From an optimization exercise on the open Yosys and OpenROAD flow, aimed at small area, a short achievable clock period and few clock cycles per item; shortcuts taken in it are not production practice. In this exercise RTL edits were held to simulation tests only and were not proved equivalent to the original.

==> flow/design.v, too long to show whole: its modules and the start of the top module <==
// module Det: 2247 lines
// module fa: 6 lines
// module ha: 6 lines
// module pk_n: 6 lines
// module pk_p: 6 lines
// module gk_n: 5 lines
// module gk_p: 5 lines
module Det (clock, reset, go, readAddress, writeAddress,
            WE, readbus, writebus, overflow, finished);
  // ...
==> flow/flow/run.sh <==
#!/bin/bash
# Standard ORFS layout, with repair_timing aiming for extra setup slack
# (the clock period and constraints are the design's own).
set -euo pipefail
export SETUP_SLACK_MARGIN=${FLOW_SETUP_MARGIN:-9}
bash standard.sh > standard.log 2>&1
==> flow/standard.sh <==
#!/bin/bash
# synth_recipe.tcl (not shown) runs the flow's synth.tcl, then flattens the netlist and writes it again
# the make line also repeats each setting of config.mk as NAME=value (left out here)
make -C /OpenROAD-flow-scripts/flow DESIGN_CONFIG=/design/flow/config.mk WORK_HOME=/design/flow/orfs CLKGATE_MAP_FILE= SYNTH_SCRIPT=/design/flow/synth_recipe.tcl "${@:-finish}"
==> flow/config.mk <==
export PLATFORM = sky130hd
export DESIGN_NAME = Det
export DESIGN_NICKNAME = Det
export VERILOG_FILES = /design/flow/design.v
export SDC_FILE = /design/flow/constraint.sdc
export NUM_CORES = 4
export LEC_CHECK = 0
export CAP_MARGIN = 20
export CORE_MARGIN = 2
export CORE_UTILIZATION = 40
export SLEW_MARGIN = 20
export SYNTH_HIERARCHICAL = 1
==> flow/constraint.sdc <==
create_clock -name core_clock -period 15.0 [get_ports {clock}]
set_input_delay 3.0000 -clock core_clock [delete_from_list [all_inputs] [get_ports {clock}]]
set_output_delay 3.0000 -clock core_clock [all_outputs]
set_load 0.01 [all_outputs]
==> flow_summary.yaml, run 1 <==
detailed_routing:
  wl_met2_um: 35900
  drcViolationCount: 0
  vias: 18887
  ant_nets: 0
critical_path:
  cp_common_cell: "sky130_fd_sc_hd__fa_1"
  crit_slowest_cell: "sky130_fd_sc_hd__dfxtp_2"
  start_kind: "flop"
  regToRegSetupSlack_ns: 9.14
  setup.worst_path.end_class: "flop"
  regToRegEndpoint: "M[31]"
  worstSetupPathDepth: 17
  worstSetupStartpoint: "M[3]"
sta:
  timing.final.crit_period_ns: 5.86
  timing.final.crit_share_pct: 39.0
  final-hold-violation-count: 0
  slew_viol_final: 0
  worst_pin_slew_ns: 1.14
  worst_hold_slack_ns: 0.424
layout:
  clock_buffers: 17
  post_route_cells_drive_above_1_share_pct: 11.7
  sequential_cell_area_sq_um: 3950
  nets: 2797
  mostFrequentLayoutCells: "sky130_fd_sc_hd__xnor2_1 (462), sky130_fd_sc_hd__a22oi_1 (384), sky130_fd_sc_hd__fa_1 (338)"
  area.growth.synth_to_final_pct: 7.09
  top_area_cell_class: "multi-input gates"
global_routing:
  global_route.usage.met1_pct: 32.9
  globalRouteMet2Util_pct: 39.8
floorplan:
  io_pins: 84
  fp.dieH_um: 250
  well_tap_count: 782
logic_synthesis:
  fraction_of_the_mapped_netlist_area_in_compound_gates_pct: 20.3
  postSynthRegisterBits: 184
  combinational_family_with_the_most_area_after_synthesis: "adder cells"
  synth.most_common_cell: "sky130_fd_sc_hd__xnor2_1"
  netlist_instances: 2468
run:
  max_cap_violations: 0
placement:
  place_worst_setup_slack_ns: 8.57
  instance_area_at_placement_sq_um: 25200
run_status:
  run_status: "finished clean"
Testbench counts, summed over its fixed seeds: cycles 5,128, dets 320.
==> run 2, diff against run 1 <==
--- a/flow/config.mk
+++ b/flow/config.mk
@@ -5,6 +5,7 @@
 export SDC_FILE = /design/flow/constraint.sdc
 export NUM_CORES = 4
 export LEC_CHECK = 0
+export ABC_AREA = 1
 export CAP_MARGIN = 20
 export CORE_MARGIN = 2
 export CORE_UTILIZATION = 40
==> flow_summary.yaml, run 2 <==
run_status:
  run_status: "finished clean"
clock_tree:
  cts_sinks: 184
  cts-buffers-inserted: 17
  clock_tree_from_tritoncts: "yes"
  insertion_delay_to_the_later_sink_of_the_worst_skew_pair_ns: 0.50
  clockBufferDepth: 2
  cts_max_level: 4
  clkTransAtPathRegs_ns: 0.09
  number_of_hold_repair_buffers_added_at_the_cts_stage: 0
  clock-root-buffer: "sky130_fd_sc_hd__clkbuf_16"
detailed_routing:
  maxUsedRoutingLayer: "met4"
  wl_met2_um: 42500
  avgRoutedWirePerCell_um: 26.6
  drtIter0Drc: 2499
  ant_nets: 0
  avgViaCountPerCell: 6.02
  met3_length_um: 8330
  routedLengthMet1_um: 37500
  routed_wirelength_um: 93300
  drcViolationCount: 0
  drt_pass1_iterations: 7
  vias: 21130
critical_path:
  crit_path_max_incr_delay_ns: 0.61
  worstPathRequired_ns: 15.39
  timing.critical_path.buf_inv: 3
  cp_common_cell: "sky130_fd_sc_hd__fa_1"
  crit_chain: "clkinvlp_4 -> buf_4 -> o22ai_1 -> xor2_1 -> fa_1 -> fa_1 -> fa_1 -> fa_2 -> ha_2 -> inv_1 -> nor2_1 -> fa_1 -> fa_1 -> ha_4 -> nand2_2 -> nor2_4 -> nand2_1 -> nor2_2 -> a21oi_4 -> xnor2_2"
  worstSetupStartpoint: "M[17]"
  criticalPathCategory: "reg -> reg"
  timing.critical_path.to: "M[26]"
  start_kind: "flop"
  regToRegSetupSlack_ns: 9.03
  worst_ep_arrival_time_ns: 6.37
  worst_r2r_startpoint: "M[17]"
  setup.worst_path.end_class: "flop"
  worst-path-max-fanout: 6
  r2r.worst_path.cells: 20
  delay_heaviest_family_cp: "adder cells"
  regToRegEndpoint: "M[26]"
  crit_slowest_cell: "sky130_fd_sc_hd__fa_2"
  worstSetupPathDepth: 20
run:
  max_cap_violations: 0
hold_path:
  timing.hold.worst.class: "reg -> reg"
sta:
  worst_pin_slew_ns: 1.14
  worst_hold_slack_ns: 0.434
  skew_ns: 0.0250
  fin_setup_tns_ns: 0
  final-hold-violation-count: 0
  slew_headroom_pct: 24.1
  timing.final.crit_period_ns: 5.97
  setup_viol_count_final: 0
  slew_viol_final: 0
  max_freq_ghz: 0.167
  grt_setup_unrepaired: "yes"
  timing.final.crit_share_pct: 39.8
placement:
  instance_area_at_placement_sq_um: 25200
  gp_weighted_congestion: 1.01
  number_of_port_buffers: 72
  post_detail_place_hpwl_um: 69800
layout:
  post_route_cells_drive_above_1_share_pct: 15.1
  mostFrequentLayoutCells: "sky130_fd_sc_hd__xor2_1 (408), sky130_fd_sc_hd__o22ai_1 (381), sky130_fd_sc_hd__fa_1 (332)"
  layout.cells.most_common: "sky130_fd_sc_hd__xor2_1"
  nets: 3183
  antenna_cells: 0
  area.growth.synth_to_final_pct: 12.1
  final_cell_area_sq_um: 27100
logic_synthesis:
  post_synth_top_area_cell: "sky130_fd_sc_hd__fa_1"
  cells_taking_the_most_area_after_synthesis: "sky130_fd_sc_hd__fa_1 (28%), sky130_fd_sc_hd__xor2_1 (15%), sky130_fd_sc_hd__dfxtp_1 (14%), sky130_fd_sc_hd__o22ai_1 (9.9%), sky130_fd_sc_hd__ha_1 (5.0%)"
  postSynthRegisterBits: 184
  yosys_most_used_dff: "sky130_fd_sc_hd__dfxtp_1"
  netlist.area_leader.share_pct: 28.0
  post_synth_num_cell_types: 46
  netlist_instances: 2722
  ys.warnings.count: 7
  post_synth.cell_area_avg_sq_um: 8.88
  cell_area_after_synthesis_sq_um: 24200
  synth_commonest_cells: "sky130_fd_sc_hd__xor2_1 (410), sky130_fd_sc_hd__o22ai_1 (382), sky130_fd_sc_hd__fa_1 (338)"
  synth-edff-count: 16
  seq_area_frac_synth_pct: 15.9
  ys_async_sr_fraction_pct: 0
  synth.most_common_cell: "sky130_fd_sc_hd__xor2_1"
floorplan:
  floorplan.core_area_sq_um: 60000
  die-area_sq_um: 62400
  initial_utilization_pct: 40.3
  fp.dieH_um: 250
  io_pins: 84
  std_cell_rows: 90
  die_x_um: 250
global_routing:
  grt_usage_pct: 29.4
  pin_count_of_the_biggest_net_entering_global_routing: 67
  vias_in_the_first_global_route: 21152
  grt_overflow: 0
  grt_first_pass_wirelength_um: 137000
  antenna_found_initial: 1
## run 2: changes by cell type after synthesis, moves of 32 or more
cell and delta:
sky130_fd_sc_hd__nor2b_1 -72, sky130_fd_sc_hd__nand2_1 +149, sky130_fd_sc_hd__o22ai_1 +382, sky130_fd_sc_hd__mux2_2 -32, sky130_fd_sc_hd__xor2_1 +379, sky130_fd_sc_hd__inv_1 +186
sky130_fd_sc_hd__xnor2_1 -418, sky130_fd_sc_hd__o21ai_0 +36, sky130_fd_sc_hd__clkbuf_1 -95, sky130_fd_sc_hd__a22oi_1 -384, sky130_fd_sc_hd__buf_2 +44, sky130_fd_sc_hd__nor2_1 +49
## run 2: tightest hold or removal path: cells and delay by family (launching register included)
family | cells | cell delay [ns]
flops | 1 | 0.31
compound gates | 1 | 0.05
simple gates | 1 | 0.04
## run 2: how the worst min path moves through the flow
| stage | depth (start not counted) | to | slack [ns] | startpoint |
|---|---|---|---|---|
| floorplan | 2 | N[0] | 0.41 | Xb[0] |
| global placement | 2 | N[17] | 0.42 | Xb[17] |
| detailed placement | 2 | N[26] | 0.42 | Xb[26] |
| CTS | 2 | N[26] | 0.44 | Xb[26] |
| global route | 2 | OPn[0] | 0.45 | P[16] |
| finish | 2 | N[26] | 0.43 | Xb[26] |
## run 2: routing by layer
layer  GRT usage [%]  vias to the layer above
met2            46.6                     1339
met5               0                        -
li1                -                     9057
met1            39.1                    10472
met3            5.30                      262
met4            13.3                        0
## run 2: what timing repair did
action,CTS,global route
resized for setup,89,121
hold endpoints to repair,0,0
cloned,5,2
endpoints found under the setup margin,21,20
pin swaps,1,6
buffers inserted,31,22
## run 2: cell type report
type / count / area, sq um
Fill cell: 5775 / 32900
Clock buffer: 17 / 425
Sequential cell: 184 / 3900
Multi-Input combinational cell: 2110 / 19100
Clock inverter: 15 / 175
Timing Repair Buffer: 149 / 1410
Inverter: 245 / 1070
Timing Repair inverter: 7 / 50.0
Tap cell: 782 / 978
## run 2: metrics by stage
step | cells | setup WS, ns | util [%]
after floorplan | 2731 | 9.54 | -
after global placement | 3417 | 8.11 | 42.1
after detailed placement | 3417 | 8.18 | 42.1
after CTS | 3485 | 8.95 | 44.0
after global routing | 3509 | 8.91 | 45.1
final | 3509 | 9.03 | 45.1
## run 2: Yosys stat by module, one instance, submodules excluded
| module | cell area [sq um] | flip-flops and latches |
|---|---|---|
| gk_p | 5.00 | 0 |
| ha | 12.5 | 0 |
| gk_n | 8.76 | 0 |
| pk_n | 12.5 | 0 |
| pk_p | 12.5 | 0 |
| fa | 20.0 | 0 |
| Det | 15200 | 184 |
## run 2: logic make-up (layout without fill, tap and decap cells)
family                     Yosys count  after routing  synth area share [%]
AOI/OAI and AO/OA                  681            681                  18.3
xor gates and xnor gates           454            454                  16.4
adders and majority gates          434            434                  33.0
buffers and inverters              437            433                  7.32
DFF                                184            184                  15.9
other                                2             11                0.0311
and+or+nand+nor                    530            530                  9.02
==> run 3, diff against run 2 <==
==> flow/flow/run.sh (replaced) <==
#!/bin/bash
# Standard ORFS layout, with repair_timing aiming for extra setup slack
# (the clock period and constraints are the design's own).
set -euo pipefail
export SETUP_SLACK_MARGIN=${FLOW_SETUP_MARGIN:-10}
bash standard.sh > standard.log 2>&1
--- a/flow/config.mk
+++ b/flow/config.mk
@@ -5,7 +5,6 @@
 export SDC_FILE = /design/flow/constraint.sdc
 export NUM_CORES = 4
 export LEC_CHECK = 0
-export ABC_AREA = 1
 export CAP_MARGIN = 20
 export CORE_MARGIN = 2
 export CORE_UTILIZATION = 40
==> flow_summary.yaml, run 3 <==
layout:
  finalNonFillerCells: 3211
  fillers: 5401
  layout.cells.most_common: "sky130_fd_sc_hd__xnor2_1"
  multiInputGateArea_sq_um: 20800
  nets: 2885
  post-route-util_pct: 47.6
  post_route_cells_drive_above_1_share_pct: 26.3
  sequential_cell_area_sq_um: 4050
  area.growth.synth_to_final_pct: 17.9
  antenna_cells: 0
  mostFrequentLayoutCells: "sky130_fd_sc_hd__xnor2_1 (451), sky130_fd_sc_hd__a22oi_1 (344), sky130_fd_sc_hd__fa_1 (287)"
  final_cell_area_sq_um: 28600
detailed_routing:
  avgViaCountPerCell: 6.11
  drt_pass1_iterations: 6
  drcViolationCount: 0
  ant_nets: 0
  avgRoutedWirePerCell_um: 26.0
  drtIter0Drc: 1911
  vias: 19615
  routed_wirelength_um: 83300
clock_tree:
  clock_tree_from_tritoncts: "yes"
  number_of_hold_repair_buffers_added_at_the_cts_stage: 0
  cts_max_level: 4
  cts-buffers-inserted: 17
  clkTransAtPathRegs_ns: 0.08
  clockBufferDepth: 2
  cts_sinks: 184
  insertion_delay_to_the_later_sink_of_the_worst_skew_pair_ns: 0.49
  clock-root-buffer: "sky130_fd_sc_hd__clkbuf_16"
global_routing:
  grt_overflow: 0
  antenna_found_initial: 0
  vias_in_the_first_global_route: 20110
  pin_count_of_the_biggest_net_entering_global_routing: 60
  grt_first_pass_wirelength_um: 125000
  grt_usage_pct: 26.1
sta:
  skew_ns: 0.0124
  grt_setup_unrepaired: "yes"
  timing.final.crit_share_pct: 36.7
  slew_headroom_pct: 47.3
  worst_pin_slew_ns: 0.791
  timing.final.crit_period_ns: 5.50
  fin_setup_tns_ns: 0
  final-hold-violation-count: 0
  setup_slack_ns: 9.50
  max_freq_ghz: 0.182
  slew_viol_final: 0
  setup_viol_count_final: 0
critical_path:
  worstPathRequired_ns: 15.40
  worst-path-max-fanout: 8
  worst_r2r_startpoint: "OPm[0]"
  criticalPathCategory: "reg -> reg"
  r2r.worst_path.cells: 18
  setup.worst_path.end_class: "flop"
  worstSetupStartpoint: "OPm[0]"
  start_kind: "flop"
  worst_ep_arrival_time_ns: 5.90
logic_synthesis:
  netlist.area_leader.share_pct: 27.9
  post_synth.cell_area_avg_sq_um: 9.84
  seq_area_frac_synth_pct: 15.8
  synth.most_common_cell: "sky130_fd_sc_hd__xnor2_1"
  post_synth_top_area_cell: "sky130_fd_sc_hd__fa_1"
  ys.warnings.count: 7
  ys_async_sr_fraction_pct: 0
  cells_taking_the_most_area_after_synthesis: "sky130_fd_sc_hd__fa_1 (28%), sky130_fd_sc_hd__xnor2_1 (17%), sky130_fd_sc_hd__dfxtp_1 (14%), sky130_fd_sc_hd__a22oi_1 (12%), sky130_fd_sc_hd__ha_1 (4.9%)"
  synth_commonest_cells: "sky130_fd_sc_hd__xnor2_1 (462), sky130_fd_sc_hd__a22oi_1 (384), sky130_fd_sc_hd__fa_1 (338)"
  postSynthRegisterBits: 184
  yosys_most_used_dff: "sky130_fd_sc_hd__dfxtp_1"
  cell_area_after_synthesis_sq_um: 24300
  post_synth_num_cell_types: 58
  netlist_instances: 2468
  synth-edff-count: 16
placement:
  gp_weighted_congestion: 0.946
  post_detail_place_hpwl_um: 57000
  place_worst_setup_slack_ns: 8.77
  instance_area_at_placement_sq_um: 25700
  post-place-cells: 3089
  number_of_port_buffers: 72
floorplan:
  die-area_sq_um: 62700
  die_x_um: 250
  floorplan.core_area_sq_um: 60200
  std_cell_rows: 90
  io_pins: 84
  initial_utilization_pct: 40.3
  fp.dieH_um: 250
run:
  max_cap_violations: 0
hold_path:
  min_from: "Xb[29]"
  hold_depth: 1
  timing.hold.worst.class: "reg -> reg"
run_status:
  run_status: "finished clean"
run 3: path summary, 6_finish.rpt:
check / end / slack [ns]
hold reg to reg: N[29] / 0.45
hold / removal: N[29] / 0.45
setup reg to reg: M[18] / 9.50
setup / recovery: M[18] / 9.50
run 3: cell families (layout without fill, tap and decap cells):
group	count (synthesis)	in the layout	share of synthesized area, %
AOI/OAI and AO/OA	658	658	20.3
xor gates and xnor gates	493	493	17.8
adders and majority gates	434	434	32.8
and+or+nand+nor	370	370	6.94
buffers and inverters	293	245	4.77
DFF	184	184	15.8
muxes	34	34	1.57
other	2	11	0.0309
run 3: routing by layer:
| layer | vias to the layer above | wire (um) | track usage [%] | share of wire [%] |
|---|---|---|---|---|
| met5 | - | 0 | 0 | 0 |
| met4 | 0 | 3380 | 10.8 | 4.1 |
| met3 | 214 | 7440 | 5.06 | 8.9 |
| met2 | 1133 | 38400 | 41.1 | 46 |
| met1 | 9903 | 34200 | 35.3 | 41 |
| li1 | 8365 | - | - | - |
run 3: timing repair:
action	in CTS	in global routing
pin swaps	34	56
gates resized for setup	228	167
setup buffers	51	31
endpoints found under the setup margin	72	36
cloned	6	2
run 3: critical path, stage by stage (launching register included):
cell and delay [ns]:
sky130_fd_sc_hd__dfxtp_4 0.44, sky130_fd_sc_hd__buf_12 0.18, sky130_fd_sc_hd__a22oi_2 0.09, sky130_fd_sc_hd__xnor2_1 0.17
sky130_fd_sc_hd__fa_2 0.42, sky130_fd_sc_hd__fa_1 0.55, sky130_fd_sc_hd__fa_1 0.44, sky130_fd_sc_hd__fa_1 0.50
sky130_fd_sc_hd__ha_2 0.19, sky130_fd_sc_hd__nor2b_4 0.18, sky130_fd_sc_hd__fa_1 0.47, sky130_fd_sc_hd__fa_1 0.49
sky130_fd_sc_hd__ha_4 0.31, sky130_fd_sc_hd__a21oi_4 0.19, sky130_fd_sc_hd__o21ai_4 0.12, sky130_fd_sc_hd__a21oi_4 0.23
sky130_fd_sc_hd__o21ai_2 0.09, sky130_fd_sc_hd__a21oi_2 0.20, sky130_fd_sc_hd__xnor2_1 0.16
run 3: area by class of cell:
type | instances | area share (%)
Multi-Input combinational cell | 2000 | 72.7
Sequential cell | 184 | 14.2
Timing Repair Buffer | 192 | 7.33
Tap cell | 782 | 3.42
Clock buffer | 17 | 1.48
Clock inverter | 15 | 0.625
Inverter | 21 | 0.275
run 3: per-module statistics from Yosys (local to each module, per instance):
module | copies in the design | area [sq um] | cells inside | flip-flops and latches
pk_p | 42 | 12.5 | 2 | 0
gk_n | 20 | 8.76 | 1 | 0
Det | 1 | 15300 | 1849 | 184
fa | 338 | 20.0 | 1 | 0
ha | 63 | 12.5 | 1 | 0
gk_p | 10 | 5.00 | 1 | 0
pk_n | 52 | 12.5 | 2 | 0
run 3: through the flow:
stage / hold slack, ns
global placement: 0.443
CTS: 0.454
floorplan: 0.398
global route: 0.460
finish: 0.455
detailed placement: 0.441
==> run 4, diff against run 3 <==
==> flow/flow/run.sh (replaced) <==
#!/bin/bash
# Standard ORFS layout, with repair_timing aiming for extra setup slack
# (the clock period and constraints are the design's own), the smallest
# buffer on each port, and ABC sizing cells for a 1 fF output load.
set -euo pipefail
export SETUP_SLACK_MARGIN=${FLOW_SETUP_MARGIN:-9}
export BUFFER_PORTS_ARGS="-buffer_cell sky130_fd_sc_hd__buf_1"
bash standard.sh ABC_LOAD_IN_FF=1 finish > standard.log 2>&1
--- a/flow/config.mk
+++ b/flow/config.mk
@@ -7,6 +7,6 @@
 export LEC_CHECK = 0
 export CAP_MARGIN = 20
 export CORE_MARGIN = 2
-export CORE_UTILIZATION = 40
+export CORE_UTILIZATION = 65
 export SLEW_MARGIN = 20
 export SYNTH_HIERARCHICAL = 1
==> flow_summary.yaml, run 4 <==
global_routing:
  antenna_found_initial: 1
  grt_first_pass_wirelength_um: 114000
  grt_overflow: 0
  vias_in_the_first_global_route: 19994
  pin_count_of_the_biggest_net_entering_global_routing: 82
  grt_usage_pct: 38.8
clock_tree:
  insertion_delay_to_the_later_sink_of_the_worst_skew_pair_ns: 0.47
  cts_max_level: 4
  number_of_hold_repair_buffers_added_at_the_cts_stage: 0
  clock-root-buffer: "sky130_fd_sc_hd__clkbuf_16"
  clock_tree_from_tritoncts: "yes"
  cts-buffers-inserted: 17
  cts_sinks: 184
  clockBufferDepth: 2
  clkTransAtPathRegs_ns: 0.09
hold_path:
  timing.hold.worst.class: "reg -> reg"
layout:
  nets: 2807
  antenna_cells: 0
  area.growth.synth_to_final_pct: 3.85
  mostFrequentLayoutCells: "sky130_fd_sc_hd__xnor2_1 (462), sky130_fd_sc_hd__a22oi_1 (384), sky130_fd_sc_hd__fa_1 (338)"
  post_route_cells_drive_above_1_share_pct: 6.98
  fillers: 2935
  layout.cells.most_common: "sky130_fd_sc_hd__xnor2_1"
  finalNonFillerCells: 2819
critical_path:
  cp_common_cell: "sky130_fd_sc_hd__fa_1"
  worstSetupStartpoint: "M[7]"
  timing.critical_path.to: "M[30]"
  criticalPathCategory: "reg -> reg"
  worst-path-max-fanout: 18
  worstPathRequired_ns: 15.39
  r2r.worst_path.cells: 16
  setup.worst_path.end_class: "flop"
  regToRegSetupSlack_ns: 9.09
  worst_ep_arrival_time_ns: 6.30
  worst_r2r_startpoint: "M[7]"
  start_kind: "flop"
  crit_slowest_cell: "sky130_fd_sc_hd__dfxtp_2"
  regToRegEndpoint: "M[30]"
  crit_path_max_incr_delay_ns: 0.67
  crit_chain: "a22oi_1 -> xnor2_1 -> fa_1 -> fa_1 -> fa_1 -> fa_1 -> nor2b_1 -> fa_1 -> fa_1 -> ha_1 -> a21oi_1 -> o21ai_1 -> a21oi_1 -> o21ai_1 -> a21oi_2 -> xnor2_1"
logic_synthesis:
  fraction_of_the_mapped_netlist_area_in_compound_gates_pct: 18.8
  ys_async_sr_fraction_pct: 0
  synth.most_common_cell: "sky130_fd_sc_hd__xnor2_1"
  post_synth.cell_area_avg_sq_um: 9.67
  ys.warnings.count: 7
  post_synth_and_or_nand_nor_area_fraction_pct: 7.06
  postSynthRegisterBits: 184
  combinational_family_with_the_most_area_after_synthesis: "adder cells"
  synth-xor-area-share_pct: 18.1
  post_synth_top_area_cell: "sky130_fd_sc_hd__fa_1"
  cell_area_after_synthesis_sq_um: 23900
  synth_mux_area_share_pct: 1.59
  post_synth_num_cell_types: 57
  yosys_most_used_dff: "sky130_fd_sc_hd__dfxtp_1"
  netlist.area_leader.share_pct: 28.3
  netlist_instances: 2468
  seq_area_frac_synth_pct: 16.1
  synth-adder-area-share_pct: 33.4
  synth-edff-count: 16
  synth_commonest_cells: "sky130_fd_sc_hd__xnor2_1 (462), sky130_fd_sc_hd__a22oi_1 (384), sky130_fd_sc_hd__fa_1 (338)"
  cells_taking_the_most_area_after_synthesis: "sky130_fd_sc_hd__fa_1 (28%), sky130_fd_sc_hd__xnor2_1 (17%), sky130_fd_sc_hd__dfxtp_1 (14%), sky130_fd_sc_hd__a22oi_1 (12%), sky130_fd_sc_hd__ha_1 (5.0%)"
detailed_routing:
  ant_nets: 0
  avgRoutedWirePerCell_um: 26.0
  drt_pass1_iterations: 9
  avgViaCountPerCell: 6.86
  drtIter0Drc: 2263
  vias: 19333
  routed_wirelength_um: 73400
  drcViolationCount: 0
floorplan:
  floorplan.core_area_sq_um: 36300
  io_pins: 84
  die_x_um: 196
  fp.dieH_um: 196
  std_cell_rows: 70
  initial_utilization_pct: 65.7
  die-area_sq_um: 38300
sta:
  worst_pin_slew_ns: 0.921
  setup_slack_ns: 9.09
  timing.final.crit_share_pct: 39.4
  skew_ns: 0.0203
  slew_headroom_pct: 38.6
  fin_setup_tns_ns: 0
  slew_viol_final: 0
  setup_viol_count_final: 0
  max_freq_ghz: 0.169
  grt_setup_unrepaired: "no"
  timing.final.crit_period_ns: 5.91
  final-hold-violation-count: 0
run_status:
  run_status: "finished clean"
placement:
  number_of_port_buffers: 72
  gp_weighted_congestion: 1.02
  post_detail_place_hpwl_um: 53000
  place_worst_setup_slack_ns: 8.60
  post-place-cells: 2786
run:
  max_cap_violations: 0
[run 4: changes by cell type in the layout (fill, tap and decap cells not counted), sizes merged]
cell and delta:
inv -1, clkdlybuf4s50 -71, clkbuf -2, buf -5, clkinvlp -1, clkinv +2
[run 4: modules after synthesis (local to each module, per instance)]
| module | copies in the design | cells inside | area, sq um |
|---|---|---|---|
| pk_n | 52 | 2 | 8.76 |
| gk_p | 10 | 1 | 5.00 |
| Det | 1 | 1849 | 15300 |
| pk_p | 42 | 2 | 8.76 |
| gk_n | 20 | 1 | 5.00 |
| ha | 63 | 1 | 12.5 |
| fa | 338 | 1 | 20.0 |
[run 4: kinds of logic after synthesis]
kind of cell	count (synthesis)
compound gates	658
xor+xnor	493
fa+ha+maj	434
buf+inv	293
flops	184
mux	34
other cells	2
simple gates	370
[run 4: routing by layer]
| layer | global-route usage (%) | share of wire (%) | wire length [um] | up-vias |
|---|---|---|---|---|
| met1 | 51.0 | 38 | 28000 | 9630 |
| met4 | 19.7 | 5.4 | 3960 | 0 |
| met3 | 5.91 | 9.1 | 6640 | 252 |
| li1 | - | - | - | 8185 |
| met5 | 0 | 0 | 0 | - |
| met2 | 63.1 | 47 | 34800 | 1266 |
[run 4: area by class of cell]
class	instances	area, sq um	area share, %
multi-input cells	2000	18900	76.3
flip-flops and latches	184	3930	15.9
repair buffers	114	648	2.61
well taps	468	586	2.36
clock buffers	17	425	1.72
clock inverters	15	199	0.802
inverters	21	78.8	0.318
[run 4: worst min path at each step]
stage,depth (start not counted),startpoint,slack [ns],to
CTS,1,P[16],0.44,OPn[1]
global route,1,P[16],0.47,OPn[1]
detailed placement,1,P[16],0.43,OPn[1]
floorplan,1,P[16],0.40,OPn[1]
global placement,2,P[16],0.43,OPn[0]
finish,1,P[16],0.44,OPn[1]
[run 4: what timing repair did]
item                                    CTS  global route
setup buffers                             0             1
endpoints found under the setup margin   13            13
pin swaps                                 0             0
gates resized for setup                  37            33
[run 4: metrics by stage]
step	utilization, %	cell area [sq um]	hold WS, ns
final	68.2	24800	0.440
after global routing	68.2	24800	0.467
after CTS	67.9	24700	0.442
after detailed placement	66.0	24000	0.428
after global placement	66.0	24000	0.427
after floorplan	-	23900	0.398
[run 4: worst max-delay path: cells and delay by family, from the launching register on]
family / cells / cell delay [ns]
adder cells (fa/ha/maj): 7 / 3.21
AO/OA/AOI/OAI: 6 / 1.35
flip-flops: 1 / 0.67
XOR/XNOR: 2 / 0.35
AND/OR/NAND/NOR: 1 / 0.24
==> run 5, diff against run 4 <==
==> flow/flow/run.sh (replaced) <==
#!/bin/bash
# Standard ORFS layout, with repair_timing aiming for extra setup slack
# (the clock period and constraints are the design's own), the smallest
# buffer on each port, and ABC sizing cells for a 1 fF output load.
set -euo pipefail
export SETUP_SLACK_MARGIN=${FLOW_SETUP_MARGIN:-9.5}
export BUFFER_PORTS_ARGS="-buffer_cell sky130_fd_sc_hd__buf_1"
bash standard.sh ABC_LOAD_IN_FF=1 finish > standard.log 2>&1
==> flow_summary.yaml, run 5 <==
critical_path:
  worst_ep_arrival_time_ns: 5.82
  criticalPathCategory: "reg -> reg"
  crit_slowest_cell: "sky130_fd_sc_hd__fa_1"
  crit_path_max_incr_delay_ns: 0.59
  crit_chain: "buf_12 -> a22oi_1 -> xnor2_1 -> fa_1 -> fa_1 -> fa_1 -> fa_1 -> ha_2 -> nor2b_2 -> fa_1 -> fa_2 -> ha_4 -> nand2_2 -> nor2_4 -> nand2_1 -> o21ai_1 -> a21oi_2 -> xnor2_1"
  start_kind: "flop"
  worstPathRequired_ns: 15.34
  setup.worst_path.end_class: "flop"
  cp_common_cell: "sky130_fd_sc_hd__fa_1"
  worst-path-max-fanout: 7
global_routing:
  pin_count_of_the_biggest_net_entering_global_routing: 82
  antenna_found_initial: 2
  grt_first_pass_wirelength_um: 115000
  grt_usage_pct: 39.5
  grt_overflow: 0
  vias_in_the_first_global_route: 20263
detailed_routing:
  ant_nets: 0
  avgViaCountPerCell: 6.91
  vias: 19760
  routed_wirelength_um: 76600
  avgRoutedWirePerCell_um: 26.8
  drcViolationCount: 0
  drt_pass1_iterations: 9
  drtIter0Drc: 2243
sta:
  grt_setup_unrepaired: "yes"
  slew_viol_final: 0
  fin_setup_tns_ns: 0
  skew_ns: 0.0211
  timing.final.crit_period_ns: 5.48
  worst_hold_slack_ns: 0.432
  max_freq_ghz: 0.182
  setup_viol_count_final: 0
  worst_pin_slew_ns: 0.959
  slew_headroom_pct: 36.0
  timing.final.crit_share_pct: 36.6
  final-hold-violation-count: 0
run_status:
  run_status: "finished clean"
placement:
  post_detail_place_hpwl_um: 53000
  gp_weighted_congestion: 1.01
  post-place-cells: 2792
  number_of_port_buffers: 72
logic_synthesis:
  post_synth.cell_area_avg_sq_um: 9.67
  synth_commonest_cells: "sky130_fd_sc_hd__xnor2_1 (462), sky130_fd_sc_hd__a22oi_1 (384), sky130_fd_sc_hd__fa_1 (338)"
  cells_taking_the_most_area_after_synthesis: "sky130_fd_sc_hd__fa_1 (28%), sky130_fd_sc_hd__xnor2_1 (17%), sky130_fd_sc_hd__dfxtp_1 (14%), sky130_fd_sc_hd__a22oi_1 (12%), sky130_fd_sc_hd__ha_1 (5.0%)"
  synth.most_common_cell: "sky130_fd_sc_hd__xnor2_1"
  seq_area_frac_synth_pct: 16.1
  post_synth_top_area_cell: "sky130_fd_sc_hd__fa_1"
  ys_async_sr_fraction_pct: 0
  netlist.area_leader.share_pct: 28.3
  yosys_most_used_dff: "sky130_fd_sc_hd__dfxtp_1"
  ys.warnings.count: 7
  netlist_instances: 2468
  cell_area_after_synthesis_sq_um: 23900
  post_synth_num_cell_types: 57
  postSynthRegisterBits: 184
  synth-edff-count: 16
layout:
  area.growth.synth_to_final_pct: 11.8
  finalNonFillerCells: 2859
  mostFrequentLayoutCells: "sky130_fd_sc_hd__xnor2_1 (452), sky130_fd_sc_hd__a22oi_1 (345), sky130_fd_sc_hd__fa_1 (316)"
  layout.cells.most_common: "sky130_fd_sc_hd__xnor2_1"
  multiInputGateArea_sq_um: 20200
  nets: 2847
  antenna_cells: 0
  post-route-util_pct: 73.4
  fillers: 2619
  sequential_cell_area_sq_um: 3980
  post_route_cells_drive_above_1_share_pct: 19.0
hold_path:
  timing.hold.worst.class: "reg -> reg"
floorplan:
  fp.dieH_um: 196
  initial_utilization_pct: 65.7
  floorplan.core_area_sq_um: 36300
  die_x_um: 196
  io_pins: 84
  die-area_sq_um: 38300
  std_cell_rows: 70
clock_tree:
  clkTransAtPathRegs_ns: 0.08
  number_of_hold_repair_buffers_added_at_the_cts_stage: 0
  clock_tree_from_tritoncts: "yes"
  cts_sinks: 184
  clockBufferDepth: 2
  cts_max_level: 4
  clock-root-buffer: "sky130_fd_sc_hd__clkbuf_16"
  insertion_delay_to_the_later_sink_of_the_worst_skew_pair_ns: 0.46
  cts-buffers-inserted: 17
run:
  max_cap_violations: 0
[run 5: cell counts after synthesis]
No cell type changed its count.
[run 5: cell families after synthesis]
family	Yosys count	synth area share, %
muxes	34	1.59
xor gates and xnor gates	493	18.1
other	2	0.0315
adders and majority gates	434	33.4
DFF	184	16.1
and+or+nand+nor	370	7.06
buffers and inverters	293	4.91
AOI/OAI and AO/OA	658	18.8
[run 5: layout make-up]
| cell class | count | area share, % |
|---|---|---|
| flip-flops and latches | 184 | 14.9 |
| well taps | 468 | 2.19 |
| clock buffers | 18 | 1.69 |
| clock inverters | 14 | 0.647 |
| repair buffers | 154 | 4.69 |
| inverters | 21 | 0.295 |
| multi-input cells | 2000 | 75.6 |
[run 5: worst paths after layout]
path / startpoint / to / slack [ns] / depth (start not counted)
max reg2reg: OPm[6] / M[26] / 9.52 / 18
max: OPm[6] / M[26] / 9.52 / 18
min reg2reg: P[16] / OPn[1] / 0.43 / 1
min: P[16] / OPn[1] / 0.43 / 1
[run 5: timing repair]
item	4_1_cts	5_1_grt
setup buffers	2	26
resized for setup	130	284
pin swaps	2	64
gates cloned	3	4
endpoints found under the setup margin	31	23
[run 5: metal layers]
metal | vias to the layer above | track usage (%) | routed length (um)
met4 | 2 | 22.2 | 4980
met1 | 9791 | 50.9 | 28200
met3 | 325 | 8.17 | 7740
met5 | - | 0 | 9
li1 | 8273 | - | -
met2 | 1369 | 62.7 | 35600
[run 5: metrics by stage]
stage	cell area [sq um]	setup slack (ns)
after global placement	24000	8.51
after CTS	25200	9.49
after floorplan	23900	9.51
after detailed placement	24000	8.38
after global routing	26700	9.39
final	26700	9.52
[run 5: critical path: cells and delay by family (launching register included)]
| kind | cells | cell delay, ns |
|---|---|---|
| adders and majority gates | 8 | 3.51 |
| and+or+nand+nor | 4 | 0.57 |
| AOI/OAI and AO/OA | 3 | 0.45 |
| DFF | 1 | 0.40 |
| xor gates and xnor gates | 2 | 0.25 |
| buffers and inverters | 1 | 0.16 |
[run 5: modules after synthesis (local to each module, per instance)]
module | copies in the design | cell area (sq um)
ha | 63 | 12.5
gk_p | 10 | 5.00
pk_n | 52 | 8.76
gk_n | 20 | 5.00
pk_p | 42 | 8.76
fa | 338 | 20.0
Det | 1 | 15300
==> run 6, diff against run 5 <==
==> flow/flow/run.sh (replaced) <==
#!/bin/bash
# Standard ORFS layout, with repair_timing aiming for extra setup slack
# (the clock period and constraints are the design's own) and the smallest
# buffer on each port.
set -euo pipefail
export SETUP_SLACK_MARGIN=${FLOW_SETUP_MARGIN:-9}
export BUFFER_PORTS_ARGS="-buffer_cell sky130_fd_sc_hd__buf_1"
bash standard.sh > standard.log 2>&1
==> flow_summary.yaml, run 6 <==
logic_synthesis:
  synth.most_common_cell: "sky130_fd_sc_hd__xnor2_1"
  synth_commonest_cells: "sky130_fd_sc_hd__xnor2_1 (462), sky130_fd_sc_hd__a22oi_1 (384), sky130_fd_sc_hd__fa_1 (338)"
  netlist.area_leader.share_pct: 27.9
  yosys_most_used_dff: "sky130_fd_sc_hd__dfxtp_1"
  ys_async_sr_fraction_pct: 0
  post_synth_num_cell_types: 58
  post_synth_top_area_cell: "sky130_fd_sc_hd__fa_1"
  cell_area_after_synthesis_sq_um: 24300
  synth-edff-count: 16
  post_synth.cell_area_avg_sq_um: 9.84
  postSynthRegisterBits: 184
  cells_taking_the_most_area_after_synthesis: "sky130_fd_sc_hd__fa_1 (28%), sky130_fd_sc_hd__xnor2_1 (17%), sky130_fd_sc_hd__dfxtp_1 (14%), sky130_fd_sc_hd__a22oi_1 (12%), sky130_fd_sc_hd__ha_1 (4.9%)"
  seq_area_frac_synth_pct: 15.8
  ys.warnings.count: 7
  netlist_instances: 2468
sta:
  grt_setup_unrepaired: "yes"
  slew_headroom_pct: 34.0
  timing.final.crit_share_pct: 38.8
  setup_viol_count_final: 0
  max_freq_ghz: 0.172
  timing.final.crit_period_ns: 5.82
  final-hold-violation-count: 0
  fin_setup_tns_ns: 0
  worst_pin_slew_ns: 0.989
  slew_viol_final: 0
  worst_hold_slack_ns: 0.425
  skew_ns: 0.0232
run:
  max_cap_violations: 0
layout:
  nets: 2816
  fillers: 2936
  layout.cells.most_common: "sky130_fd_sc_hd__xnor2_1"
  antenna_cells: 0
  area.growth.synth_to_final_pct: 3.61
  post_route_cells_drive_above_1_share_pct: 11.8
  mostFrequentLayoutCells: "sky130_fd_sc_hd__xnor2_1 (462), sky130_fd_sc_hd__a22oi_1 (384), sky130_fd_sc_hd__fa_1 (338)"
placement:
  number_of_port_buffers: 72
  post_detail_place_hpwl_um: 54300
  gp_weighted_congestion: 1.01
detailed_routing:
  drtIter0Drc: 2044
  routed_wirelength_um: 74600
  avgRoutedWirePerCell_um: 26.4
  drt_pass1_iterations: 9
  avgViaCountPerCell: 6.84
  vias: 19343
  ant_nets: 0
  drcViolationCount: 0
critical_path:
  start_kind: "flop"
  crit_chain: "buf_6 -> a22oi_1 -> xnor2_1 -> fa_1 -> fa_1 -> fa_1 -> nor2b_1 -> fa_1 -> fa_1 -> ha_1 -> nand2_1 -> nor2_1 -> nand2_1 -> o21ai_1 -> xor2_1"
  cp_common_cell: "sky130_fd_sc_hd__fa_1"
  criticalPathCategory: "reg -> reg"
  worstPathRequired_ns: 15.29
  worst_ep_arrival_time_ns: 6.11
  worst-path-max-fanout: 31
  timing.critical_path.buf_inv: 1
  setup.worst_path.end_class: "flop"
  crit_slowest_cell: "sky130_fd_sc_hd__fa_1"
  delay_heaviest_family_cp: "adder cells"
  crit_path_max_incr_delay_ns: 0.65
floorplan:
  io_pins: 84
  floorplan.core_area_sq_um: 36700
  std_cell_rows: 70
  initial_utilization_pct: 66.2
  fp.dieH_um: 197
  die-area_sq_um: 38900
  die_x_um: 197
clock_tree:
  cts-buffers-inserted: 17
  cts_sinks: 184
  post-cts-setup-buffer-count: 0
  clock-root-buffer: "sky130_fd_sc_hd__clkbuf_16"
  number_of_hold_repair_buffers_added_at_the_cts_stage: 0
  insertion_delay_to_the_later_sink_of_the_worst_skew_pair_ns: 0.48
  clockBufferDepth: 2
  cts_max_level: 4
  clkTransAtPathRegs_ns: 0.08
  clock_tree_from_tritoncts: "yes"
hold_path:
  timing.hold.worst.class: "reg -> reg"
global_routing:
  pin_count_of_the_biggest_net_entering_global_routing: 49
  vias_in_the_first_global_route: 20179
  grt_first_pass_wirelength_um: 117000
  grt_usage_pct: 39.8
  grt_overflow: 0
  antenna_found_initial: 0
run_status:
  run_status: "finished clean"
## run 6: worst paths after layout
kind | from | end | slack (ns) | cells past startpoint
setup / recovery | OPm[1] | M[10] | 9.18 | 15
hold / removal | P[16] | OPn[1] | 0.42 | 1
hold reg to reg | P[16] | OPn[1] | 0.42 | 1
setup reg to reg | OPm[1] | M[10] | 9.18 | 15
## run 6: repair_timing
action | in CTS | in global routing
endpoints found under the setup margin | 13 | 18
gates resized for setup | 7 | 41
gates cloned | 0 | 0
## run 6: final cells by class
type	count	area, sq um	share of cell area (%)
clock inverter	13	133	0.527
clock buffer	19	443	1.76
timing repair buffer	123	696	2.76
inverter	21	78.8	0.313
multi-input combinational	2000	19300	76.8
sequential	184	3900	15.5
tap	468	586	2.33
## run 6: routing by layer
layer | GRT usage (%) | vias up | part of all wire (%)
met5 | 0 | - | 0
met4 | 24.2 | 0 | 6.3
li1 | - | 8197 | -
met1 | 50.8 | 9598 | 37
met3 | 7.58 | 275 | 9.7
met2 | 63.2 | 1273 | 47
## run 6: stage by stage
stage / util, % / cells / area, sq um / setup slack, ns
3_3_place_gp: 66.7 / 2796 / 24500 / 8.88
6_report: 68.6 / 2828 / 25200 / 9.18
4_1_cts: 68.3 / 2828 / 25100 / 9.03
2_1_floorplan: - / 2477 / 24300 / 9.33
5_1_grt: 68.6 / 2828 / 25200 / 8.98
3_5_place_dp: 66.7 / 2796 / 24500 / 8.83
## run 6: per-module statistics from Yosys (local to each module, per instance)
module / cell area [sq um] / cells / copies in the design
Det: 15300 / 1849 / 1
fa: 20.0 / 1 / 338
ha: 12.5 / 1 / 63
pk_n: 12.5 / 2 / 52
pk_p: 12.5 / 2 / 42
gk_n: 8.76 / 1 / 20
gk_p: 5.00 / 1 / 10
## run 6: kinds of logic after synthesis
family	count (synthesis)	share of synthesized area (%)
other cells	2	0.0309
simple gates	370	6.94
compound gates	658	20.3
flops	184	15.8
xor+xnor	493	17.8
buf+inv	293	4.77
fa+ha+maj	434	32.8
mux	34	1.57
## run 6: worst reg2reg max path, delay by kind of cell, from the launching register on
kind / cells / cell delay (ns)
fa+ha+maj: 6 / 2.90
simple gates: 4 / 0.88
xor+xnor: 2 / 0.72
compound gates: 2 / 0.51
flops: 1 / 0.33
buf+inv: 1 / 0.31

==> port drivers added, routing unchanged <==
How much do the figures lean on ideal ports? The routed layouts below were timed once more, with nothing changed but the port constraints. Step 1 (the two cells are an assumption about what drives the block):
set clk [get_ports {clock}]
set_driving_cell -lib_cell sky130_fd_sc_hd__clkbuf_16 $clk
set_driving_cell -lib_cell sky130_fd_sc_hd__buf_2 [delete_from_list [all_inputs] $clk]
Step 2 adds t to the input delays and takes it off the output delays; t is the mean of the earliest and latest rising clock arrival at the registers after step 1. Input paths then give back, and output paths get back, about the clock's delay inside the block. Three values: no drivers, after step 1, after step 2; two values: the first two.
| run | shift t [ns] | setup slack, ns | hold WS [ns] | worst setup path after step 2 | pins driven straight from the clock port |
|---|---|---|---|---|---|
| run 1 | 0.544 | 9.144 / 9.144 / 8.722 | 0.424 / 0.424 / 0.424 | input to register | 1 |
| run 2 | 0.552 | 9.025 / 9.025 / 8.556 | 0.434 / 0.434 / 0.434 | input to register | 1 |
| run 3 | 0.544 | 9.499 / 9.499 / 9.449 | 0.455 / 0.455 / 0.455 | input to register | 1 |
| run 4 | 0.516 | 9.089 / 9.089 / 8.615 | 0.440 / 0.440 / 0.440 | input to register | 1 |
| run 5 | 0.510 | 9.516 / 9.516 / 9.075 | 0.432 / 0.432 / 0.432 | input to register | 1 |
| run 6 | 0.524 | 9.180 / 9.180 / 8.867 | 0.425 / 0.425 / 0.425 | input to register | 1 |
After both steps every run listed still meets setup and hold. For run 4, which loses most, drivers alone change the setup slack by 0.000 ns; drivers and shift together by -0.474 ns.
